Source: an optimization exercise on an open RTL-to-GDS flow (aim: small area and a short achievable clock period). Production flows keep margins and buffers that such runs may drop.
At most, simulation tests tie the RTL to the original design; equivalence was not proved.
Power is estimated from default activity; no workload was simulated.

==> flow/design.v <==
module ARMSIM(
	input CLOCK_50, rst, fu_EN,
	output[31:0] imem_addr,
	input[31:0] imem_data,
	output dmem_r_en, dmem_w_en,
	output[31:0] dmem_addr, dmem_wdata,
	input[31:0] dmem_rdata,
	output wb_en,
	output[3:0] wb_dest,
	output[31:0] wb_data
);
	wire clk = CLOCK_50;
	function cond_ok;
		input [3:0] c;
		input [3:0] f;  
		begin
			case (c)
				4'b0000: cond_ok = f[2];
				4'b0001: cond_ok = ~f[2];
				4'b0010: cond_ok = f[1];
				4'b0011: cond_ok = ~f[1];
				4'b0100: cond_ok = f[3];
				4'b0101: cond_ok = ~f[3];
				4'b0110: cond_ok = f[0];
				4'b0111: cond_ok = ~f[0];
				4'b1000: cond_ok = f[1] & ~f[2];
				4'b1001: cond_ok = ~f[1] & f[2];
				4'b1010: cond_ok = f[3] == f[0];
				4'b1011: cond_ok = f[3] != f[0];
				4'b1100: cond_ok = ~f[2] & (f[3] == f[0]);
				4'b1101: cond_ok = ~f[2] | (f[3] != f[0]);
				default: cond_ok = 1'b1;
			endcase
		end
	endfunction
	reg [31:0] pc;
	reg [31:0] f_ins;           
	reg fu_r;                   
	reg [3:0] sr;               
	reg x_wb, x_mr, x_mw, x_br, x_s;    
	reg x_nh;                   
	reg [3:0] x_cond, x_dest;
	reg [31:0] x_a;             
	reg [31:0] x_bv;            
	reg [11:0] x_so;            
	reg [4:0] x_rot;            
	reg x_los;
	reg x_inv, x_cinc, x_cin1;
	reg x_sum, x_and, x_or, x_xor, x_mov;   
	reg x_fa_mem, x_fb_mem, x_fa_ld, x_fb_ld;
	reg m_wb, m_mr, m_mw, m_sel;
	reg [3:0] m_dest;
	reg [31:0] m_alu, m_st;
	reg w_wb;
	reg [3:0] w_dest;
	reg [31:0] w_val;
	reg [31:0] rf [0:15];
	reg [15:0] rv;              
	wire x_ok = cond_ok(x_cond, sr) & x_nh;
	wire e_wb = x_wb & x_ok;
	wire e_mr = x_mr & x_ok;
	wire e_mw = x_mw & x_ok;
	wire e_br = x_br & x_ok;
	wire e_s  = x_s & x_ok;
	wire [31:0] opa = x_fa_ld ? w_val : x_fa_mem ? m_alu : x_a;
	wire [31:0] opb = x_fb_ld ? w_val : x_fb_mem ? m_alu : x_bv;
	wire [63:0] rot2 = {opb, opb} >> x_rot;
	wire [4:0] sh_n = x_so[11:7];
	reg [31:0] keep;
	integer k;
	always @(*) begin
		for (k = 0; k < 32; k = k + 1)
			case (x_so[6:5])
				2'b00: keep[k] = (k >= sh_n);
				2'b11: keep[k] = 1'b1;
				default: keep[k] = (k + sh_n < 32);
			endcase
	end
	wire [31:0] shv = {(x_so[6:5] == 2'b11) ? opb[0] : rot2[31], rot2[30:0]} & keep;
	wire [31:0] val2 = x_los ? {20'b0, x_so} : shv;
	wire [31:0] b2 = x_inv ? ~val2 : val2;
	wire cin = x_cin1 | (x_cinc & sr[1]);
	wire [31:0] pg = opa ^ b2;
	wire [31:0] g0 = opa & b2;
	reg [31:0] gg, pp;
	reg [32:0] c;
	integer l, j;
	always @(*) begin
		gg = g0;
		pp = pg;
		for (l = 0; l < 5; l = l + 1)
			for (j = 0; j < 32; j = j + 1)
				if (j & (1 << l)) begin
					gg[j] = gg[j] | (pp[j] & gg[((j >> l) << l) - 1]);
					pp[j] = pp[j] & pp[((j >> l) << l) - 1];
				end
		c = {gg | (pp & {32{cin}}), cin};
	end
	wire [31:0] sum = pg ^ c[31:0];
	wire [31:0] lres = ({32{x_and}} & g0) | ({32{x_or}} & (g0 | pg))
	                 | ({32{x_xor}} & pg) | ({32{x_mov}} & b2);
	wire [31:0] alu = ({32{x_sum}} & sum) | lres;
	wire z_sum = &(~(pg ^ {opa[30:0] | b2[30:0], cin}));
	wire f_z = x_sum ? z_sum : (lres == 32'b0);
	wire f_c = x_sum & (c[32] ^ x_inv);
	wire f_v = x_sum & (c[32] ^ c[31]);
	wire [3:0] flags = {alu[31], f_z, f_c, f_v};
	wire [31:0] ins = f_ins;
	wire [1:0] mode = ins[27:26];
	wire [3:0] op = ins[24:21];
	wire i_s = ins[20];
	wire i_imm = ins[25];
	wire [3:0] src1 = ins[19:16];
	wire is_ls = (op == 4'b0100) && (mode == 2'b01);
	wire [3:0] src2 = is_ls ? ins[15:12] : (!i_imm && !ins[4]) ? ins[3:0] : 4'b0;
	wire dp = (mode == 2'b00);
	reg d_wbop;
	always @(*) begin
		case (op)
			4'b1101, 4'b1111, 4'b0100, 4'b0101, 4'b0010, 4'b0110,
			4'b0000, 4'b1100, 4'b0001: d_wbop = 1'b1;
			default: d_wbop = 1'b0;
		endcase
	end
	wire d_wb = (dp & d_wbop) | (is_ls & i_s);
	wire d_mr = is_ls & i_s;
	wire d_mw = is_ls & ~i_s;
	wire d_br = (mode == 2'b10) && (op == 4'b0111);
	wire d_s  = dp & i_s;
	reg d_inv, d_cinc, d_cin1, d_sum, d_and, d_or, d_xor, d_mov;
	always @(*) begin
		{d_inv, d_cinc, d_cin1, d_sum, d_and, d_or, d_xor, d_mov} = 8'b0;
		if (dp) begin
			case (op)
				4'b1101: d_mov = 1'b1;                                 
				4'b1111: begin d_mov = 1'b1; d_inv = 1'b1; end         
				4'b0100: d_sum = 1'b1;                                 
				4'b0101: begin d_sum = 1'b1; d_cinc = 1'b1; end        
				4'b0010, 4'b1010: begin d_sum = 1'b1; d_inv = 1'b1; d_cin1 = 1'b1; end  
				4'b0110: begin d_sum = 1'b1; d_inv = 1'b1; d_cinc = 1'b1; end  
				4'b1100: d_or = 1'b1;                                  
				4'b0001: d_xor = 1'b1;                                 
				default: d_and = 1'b1;                                 
			endcase
		end else begin
			d_sum = 1'b1;  
		end
	end
	wire d_immdp = i_imm & ~is_ls & ~d_br;
	wire [63:0] rimm = {24'b0, ins[7:0], 24'b0, ins[7:0]} >> {ins[11:8], 1'b0};
	wire d_sh0 = d_br | d_immdp;      
	wire [11:0] d_so = (d_sh0 & ~is_ls) ? 12'b0 : ins[11:0];
	wire [4:0] d_rot = (d_so[6:5] == 2'b00) ? 5'd0 - d_so[11:7] :
	                   (d_so[6:5] == 2'b11) ? 5'd0 : d_so[11:7];
	wire [31:0] wbv_n = m_sel ? dmem_rdata : m_alu;
	wire use_b = ~d_sh0 | is_ls;
	wire fa_wb_n  = fu_r & ~d_br & m_wb & (m_dest == src1);
	wire fa_mem_n = fu_r & ~d_br & e_wb & (x_dest == src1) & ~fa_wb_n;
	wire fb_wb_n  = fu_r & use_b & m_wb & (m_dest == src2);
	wire fb_mem_n = fu_r & use_b & e_wb & (x_dest == src2) & ~fb_wb_n;
	wire [15:0] dec1 = 16'b1 << src1;
	wire [15:0] dec2 = 16'b1 << src2;
	wire a_rf = ~d_br & ~fa_wb_n;
	wire b_rf = use_b & ~fb_wb_n;
	reg [31:0] a_n, b_n;
	integer r;
	always @(*) begin
		a_n = ({32{d_br}} & pc)
		    | ({32{fa_wb_n & ~m_sel}} & m_alu)
		    | ({32{a_rf & ~|(dec1 & rv)}} & {28'b0, src1});
		b_n = ({32{d_br}} & {{8{ins[23]}}, ins[23:0]})
		    | ({32{d_immdp}} & rimm[31:0])
		    | ({32{fb_wb_n & ~m_sel}} & m_alu)
		    | ({32{b_rf & ~|(dec2 & rv)}} & {28'b0, src2});
		for (r = 0; r < 16; r = r + 1) begin
			a_n = a_n | ({32{a_rf & dec1[r] & rv[r]}} & rf[r]);
			b_n = b_n | ({32{b_rf & dec2[r] & rv[r]}} & rf[r]);
		end
	end
	wire d_ok_late = cond_ok(ins[31:28], e_s ? flags : sr);
	wire ex1 = (x_dest == src1), ex2 = (x_dest == src2);
	wire me1 = (m_dest == src1), me2 = (m_dest == src2);
	wire haz_early = fu_r ? (e_mr & (ex1 | ex2))
	                      : ((e_wb & (ex1 | (~i_imm & ex2))) | (m_wb & (me1 | (~i_imm & me2))));
	wire haz_k = ~fu_r & i_imm & d_mw & ((e_wb & ex2) | (m_wb & me2));
	wire hazard = haz_early | (haz_k & d_ok_late);
	always @(posedge clk) begin
		fu_r <= fu_EN;
		if (rst) begin
			pc <= 32'b0;
			f_ins <= 32'b0;
		end else if (!hazard) begin
			pc <= e_br ? sum : pc + 32'd1;
			f_ins <= e_br ? 32'b0 : imem_data;
		end
		if (rst)
			sr <= 4'b0;
		else if (e_s)
			sr <= flags;
		if (rst || e_br)
			{x_wb, x_mr, x_mw, x_br, x_s} <= 5'b0;
		else
			{x_wb, x_mr, x_mw, x_br, x_s} <= {d_wb, d_mr, d_mw, d_br, d_s};
		x_nh <= ~hazard;
		x_cond <= ins[31:28];
		x_dest <= ins[15:12];
		x_a <= a_n;
		x_bv <= b_n;
		x_so <= d_so;
		x_rot <= d_rot;
		x_los <= is_ls;
		{x_inv, x_cinc, x_cin1} <= {d_inv, d_cinc, d_cin1};
		{x_sum, x_and, x_or, x_xor, x_mov} <= {d_sum, d_and, d_or, d_xor, d_mov};
		{x_fa_mem, x_fb_mem} <= {fa_mem_n, fb_mem_n};
		{x_fa_ld, x_fb_ld} <= {fa_wb_n & m_sel, fb_wb_n & m_sel};
		if (rst)
			{m_wb, m_mr, m_mw} <= 3'b0;
		else
			{m_wb, m_mr, m_mw} <= {e_wb, e_mr, e_mw};
		m_sel <= x_mr;
		m_dest <= x_dest;
		m_alu <= alu;
		m_st <= opb;
		if (rst)
			rv <= 16'b0;
		else if (m_wb)
			rv[m_dest] <= 1'b1;
		if (m_wb)
			rf[m_dest] <= wbv_n;
		w_wb <= rst ? 1'b0 : m_wb;
		w_dest <= m_dest;
		w_val <= wbv_n;
	end
	assign imem_addr = pc;
	assign dmem_r_en = m_mr;
	assign dmem_w_en = m_mw;
	assign dmem_addr = m_alu;
	assign dmem_wdata = m_st;
	assign wb_en = w_wb;
	assign wb_dest = w_dest;
	assign wb_data = w_val;
endmodule
clock: 25.0 ns
lec_check: 0
abc_area: 1
cap_margin: 75
core_margin: 2
core_utilization: 40
setup_slack_margin: 0.5
slew_margin: 75
standard.sh (not shown) runs the stock make flow with config.mk's settings and CLKGATE_MAP_FILE= SYNTH_SCRIPT=/design/flow/synth_recipe.tcl, a recipe that flattens the netlist after the stock synthesis.
==> flow/flow/run.sh <==
#!/bin/bash
# The standard layout (the standard.sh, standard synthesis included),
# with plain buffers on the ports instead of the delay cells that
# buffer_ports picks by itself.
set -euo pipefail
export BUFFER_PORTS_ARGS="-buffer_cell sky130_fd_sc_hd__buf_2"
bash standard.sh > standard.log 2>&1
The first run finished with timing, DRC and antenna clean.
Edit:
==> flow/run.sh (new file) <==
#!/bin/bash
# synth_recipe.tcl (not shown) runs the flow's synth.tcl, then flattens the netlist and writes it again
# the make line also repeats each setting of config.mk as NAME=value (left out here)
make -C /OpenROAD-flow-scripts/flow DESIGN_CONFIG=/design/flow/config.mk WORK_HOME=/design/flow/orfs CLKGATE_MAP_FILE= SYNTH_SCRIPT=/design/flow/synth_recipe.tcl finish
removed: flow/flow/run.sh
removed: flow/standard.sh
Result: Via count barely changes. Setup slack gets worse by 0.17 ns. Non-clock buffer count rose by 3. Power rose slightly. Final cell count hardly moves.
No run of this note included a check of the RTL's function; only the layout flow was run.

========
== trial 24 ==
Another version of the RTL of ARMSIM (not shown whole).
==> flow/config.mk <==
export PLATFORM = sky130hd
export DESIGN_NAME = ARMSIM
export DESIGN_NICKNAME = ARMSIM
export VERILOG_FILES = /design/flow/design.v
export SDC_FILE = /design/flow/constraint.sdc
export NUM_CORES = 4
export LEC_CHECK = 0
export ABC_AREA = 1
export CAP_MARGIN = 60
export CORE_MARGIN = 2
export CORE_UTILIZATION = 40
export SETUP_SLACK_MARGIN = 0.5
export SLEW_MARGIN = 60
==> flow/constraint.sdc <==
create_clock -name core_clock -period 25.0 [get_ports {CLOCK_50}]
set_input_delay 5.0000 -clock core_clock [delete_from_list [all_inputs] [get_ports {CLOCK_50}]]
set_output_delay 5.0000 -clock core_clock [all_outputs]
set_load 0.01 [all_outputs]
==> flow/flow/run.sh <==
#!/bin/bash
# The standard layout with two changes after the standard synthesis:
# the ports get plain buffers (buf_2), and the delay cells are kept out of
# the buffering that placement and repair do (they are slow buffers).
set -euo pipefail
bash standard.sh synth > synth.log 2>&1
export BUFFER_PORTS_ARGS="-buffer_cell sky130_fd_sc_hd__buf_2"
export DONT_USE_CELLS="sky130_fd_sc_hd__clkdlybuf4s15_1 sky130_fd_sc_hd__clkdlybuf4s15_2 sky130_fd_sc_hd__clkdlybuf4s18_1 sky130_fd_sc_hd__clkdlybuf4s18_2 sky130_fd_sc_hd__clkdlybuf4s25_1 sky130_fd_sc_hd__clkdlybuf4s25_2 sky130_fd_sc_hd__clkdlybuf4s50_1 sky130_fd_sc_hd__clkdlybuf4s50_2 sky130_fd_sc_hd__dlygate4sd1_1 sky130_fd_sc_hd__dlygate4sd2_1 sky130_fd_sc_hd__dlygate4sd3_1 sky130_fd_sc_hd__dlymetal6s2s_1 sky130_fd_sc_hd__dlymetal6s4s_1 sky130_fd_sc_hd__dlymetal6s6s_1"
bash standard.sh > layout.log 2>&1
Trial 24 finished every step from synthesis to the final layout, and the layout passed the timing, design-rule and antenna checks.
Inputs modified between trial 24 and trial 41:
--- a/flow/config.mk
+++ b/flow/config.mk
@@ -8,3 +8,3 @@
 export ABC_AREA = 1
-export CAP_MARGIN = 60
+export CAP_MARGIN = 75
 export CORE_MARGIN = 2
@@ -12,2 +12,2 @@
 export SETUP_SLACK_MARGIN = 0.5
-export SLEW_MARGIN = 60
+export SLEW_MARGIN = 75
## What came out
Trial 24 has lower largest fanout on the critical path than trial 41. In trial 41 the post-route worst hold slack turned out 12 ps lower than in trial 24. Summary of trial 41 over trial 24: minimum setup slack in the final design increased by 320 ps relative to the old numbers, post-detailed-routing wire length rose 0.86%.
No run of this note included a check of the RTL's function; only the layout flow was run.

========
== lagoon ==
Another version of the RTL of ARMSIM (not shown whole).
For scale: ~5000 cells after synthesis, ~200 I/O pins, roughly 43000 um^2 of cells after synthesis.
clock: 25.0 ns
lec_check: 0
abc_area: 1
cap_margin: 75
core_margin: 2
core_utilization: 40
cts_cluster_diameter: 100
cts_cluster_size: 30
setup_slack_margin: 0.5
slew_margin: 75
Scripts as last shown in full above: flow/flow/run.sh
Inputs modified between lagoon and yarrow:
# lagoon
export LEC_CHECK = 0
export ABC_AREA = 1
export CAP_MARGIN = 75
export CORE_MARGIN = 2
export CORE_UTILIZATION = 40
export CTS_CLUSTER_DIAMETER = 100
export CTS_CLUSTER_SIZE = 30
export SETUP_SLACK_MARGIN = 0.5
export SLEW_MARGIN = 75
create_clock -name core_clock -period 25.0 [get_ports {CLOCK_50}]
# yarrow
export LEC_CHECK = 0
export ABC_AREA = 1
export CAP_MARGIN = 75
export CORE_MARGIN = 2
export CORE_UTILIZATION = 50
export SETUP_SLACK_MARGIN = 0.5
export SLEW_MARGIN = 75
create_clock -name core_clock -period 25.0 [get_ports {CLOCK_50}]
Results
Synthesized netlist net count came out exactly the same in lagoon and yarrow. lagoon fits on a die that is larger than the die of yarrow. Looking at worst relative slew slack, yarrow sits 0.37 points higher than lagoon does. yarrow against lagoon; total length of routed met2 wires is down by a few percent. yarrow vs. lagoon: number of ordinary and repair buffers in the finished layout decreased by 1.7% relative to the old numbers; violation count after the first detailed-route iteration saw a decrease.

========
south:
ARMSIM, a different RTL version from the one above (not shown whole).
Size in the first run: about 4900 cells after synthesis, roughly 820 flip-flops, roughly 200 I/O pins.
Design ARMSIM, start of the top module:
module ARMSIM(
	input CLOCK_50, rst, fu_EN,
	output[31:0] imem_addr,
	input[31:0] imem_data,
	output dmem_r_en, dmem_w_en,
	output[31:0] dmem_addr, dmem_wdata,
	input[31:0] dmem_rdata,
	output wb_en,
	output[3:0] wb_dest,
	output[31:0] wb_data
);
Settings: LEC_CHECK=0, ABC_AREA=1, CAP_MARGIN=50, CORE_MARGIN=2, CORE_UTILIZATION=40, SETUP_SLACK_MARGIN=0.5, SLEW_MARGIN=50; clock period 25.0 ns.
run.sh (not shown) runs the stock make flow with config.mk's settings and CLKGATE_MAP_FILE= SYNTH_SCRIPT=/design/flow/synth_recipe.tcl, a recipe that flattens the netlist after the stock synthesis.
Stock flow here: none of the scripts above is used.
south finished every step from synthesis to the final layout, and the layout passed the timing, design-rule and antenna checks.
Input-level comparison between north and south:
- CAP_MARGIN now 75, was 50
- SLEW_MARGIN now 75, was 50
--- outcome ---
north vs. south: post-layout minimum cycle time shows a reduction of 0.97 ns, post-route fraction of the period consumed by the critical path now sits lower, highest clock rate went up by about 14%, cell area shows an increase of 2500 sq um.
[north] power per unit of standard cell area fell 2.0 nW/um^2 relative to south
Measured against each other, north and south differ in first-pass detailed-route iteration total, the lower figure coming from north.
Routed wire length: north higher than south
Between north and south, the difference in average wire per standard cell is negligible.
No functional check of the RTL was part of any run of this note.

-- afterwards: timing with drivers on the ports --
How much do the figures lean on ideal ports? The routed layouts below were timed once more, with nothing changed but the port constraints.
Step 1, drivers: a clkbuf_16 drives CLOCK_50 and a buf_2 each remaining input, both assumed.
Step 2 adds t to the input delays and takes it off the output delays; t is the mean of the earliest and latest rising clock arrival at the registers after step 1. Input paths then give back, and output paths get back, about the clock's delay inside the block.
a / b / c = ideal / step 1 / step 2; a / b = the first two.
run | shift t [ns] | setup WS [ns] | latest minus earliest clock arrival (ns) | worst data-port slew with drivers (ns) | pins driven straight from the clock port
the first run of note 1 | 0.756 | 18.291 / 18.291 / 18.291 | 0.047 / 0.047 | 0.04 | 1
the second run of note 1 | 0.770 | 18.124 / 18.042 / 18.381 | 0.033 / 0.032 | 0.05 | 1
trial 24 | 0.756 | 18.058 / 18.058 / 18.058 | 0.058 / 0.058 | 0.05 | 1
trial 41 | 0.750 | 18.373 / 18.373 / 18.373 | 0.044 / 0.045 | 0.05 | 1
lagoon | 0.727 | 18.507 / 18.487 / 18.507 | 0.054 / 0.054 | 0.08 | 1
yarrow | 0.760 | 18.542 / 18.466 / 18.911 | 0.048 / 0.049 | 0.04 | 1
south | 0.752 | 17.138 / 17.138 / 17.138 | 0.046 / 0.046 | 0.06 | 1
north | 0.762 | 18.111 / 18.043 / 18.118 | 0.048 / 0.047 | 0.06 | 1
After both steps every run listed still meets setup and hold.
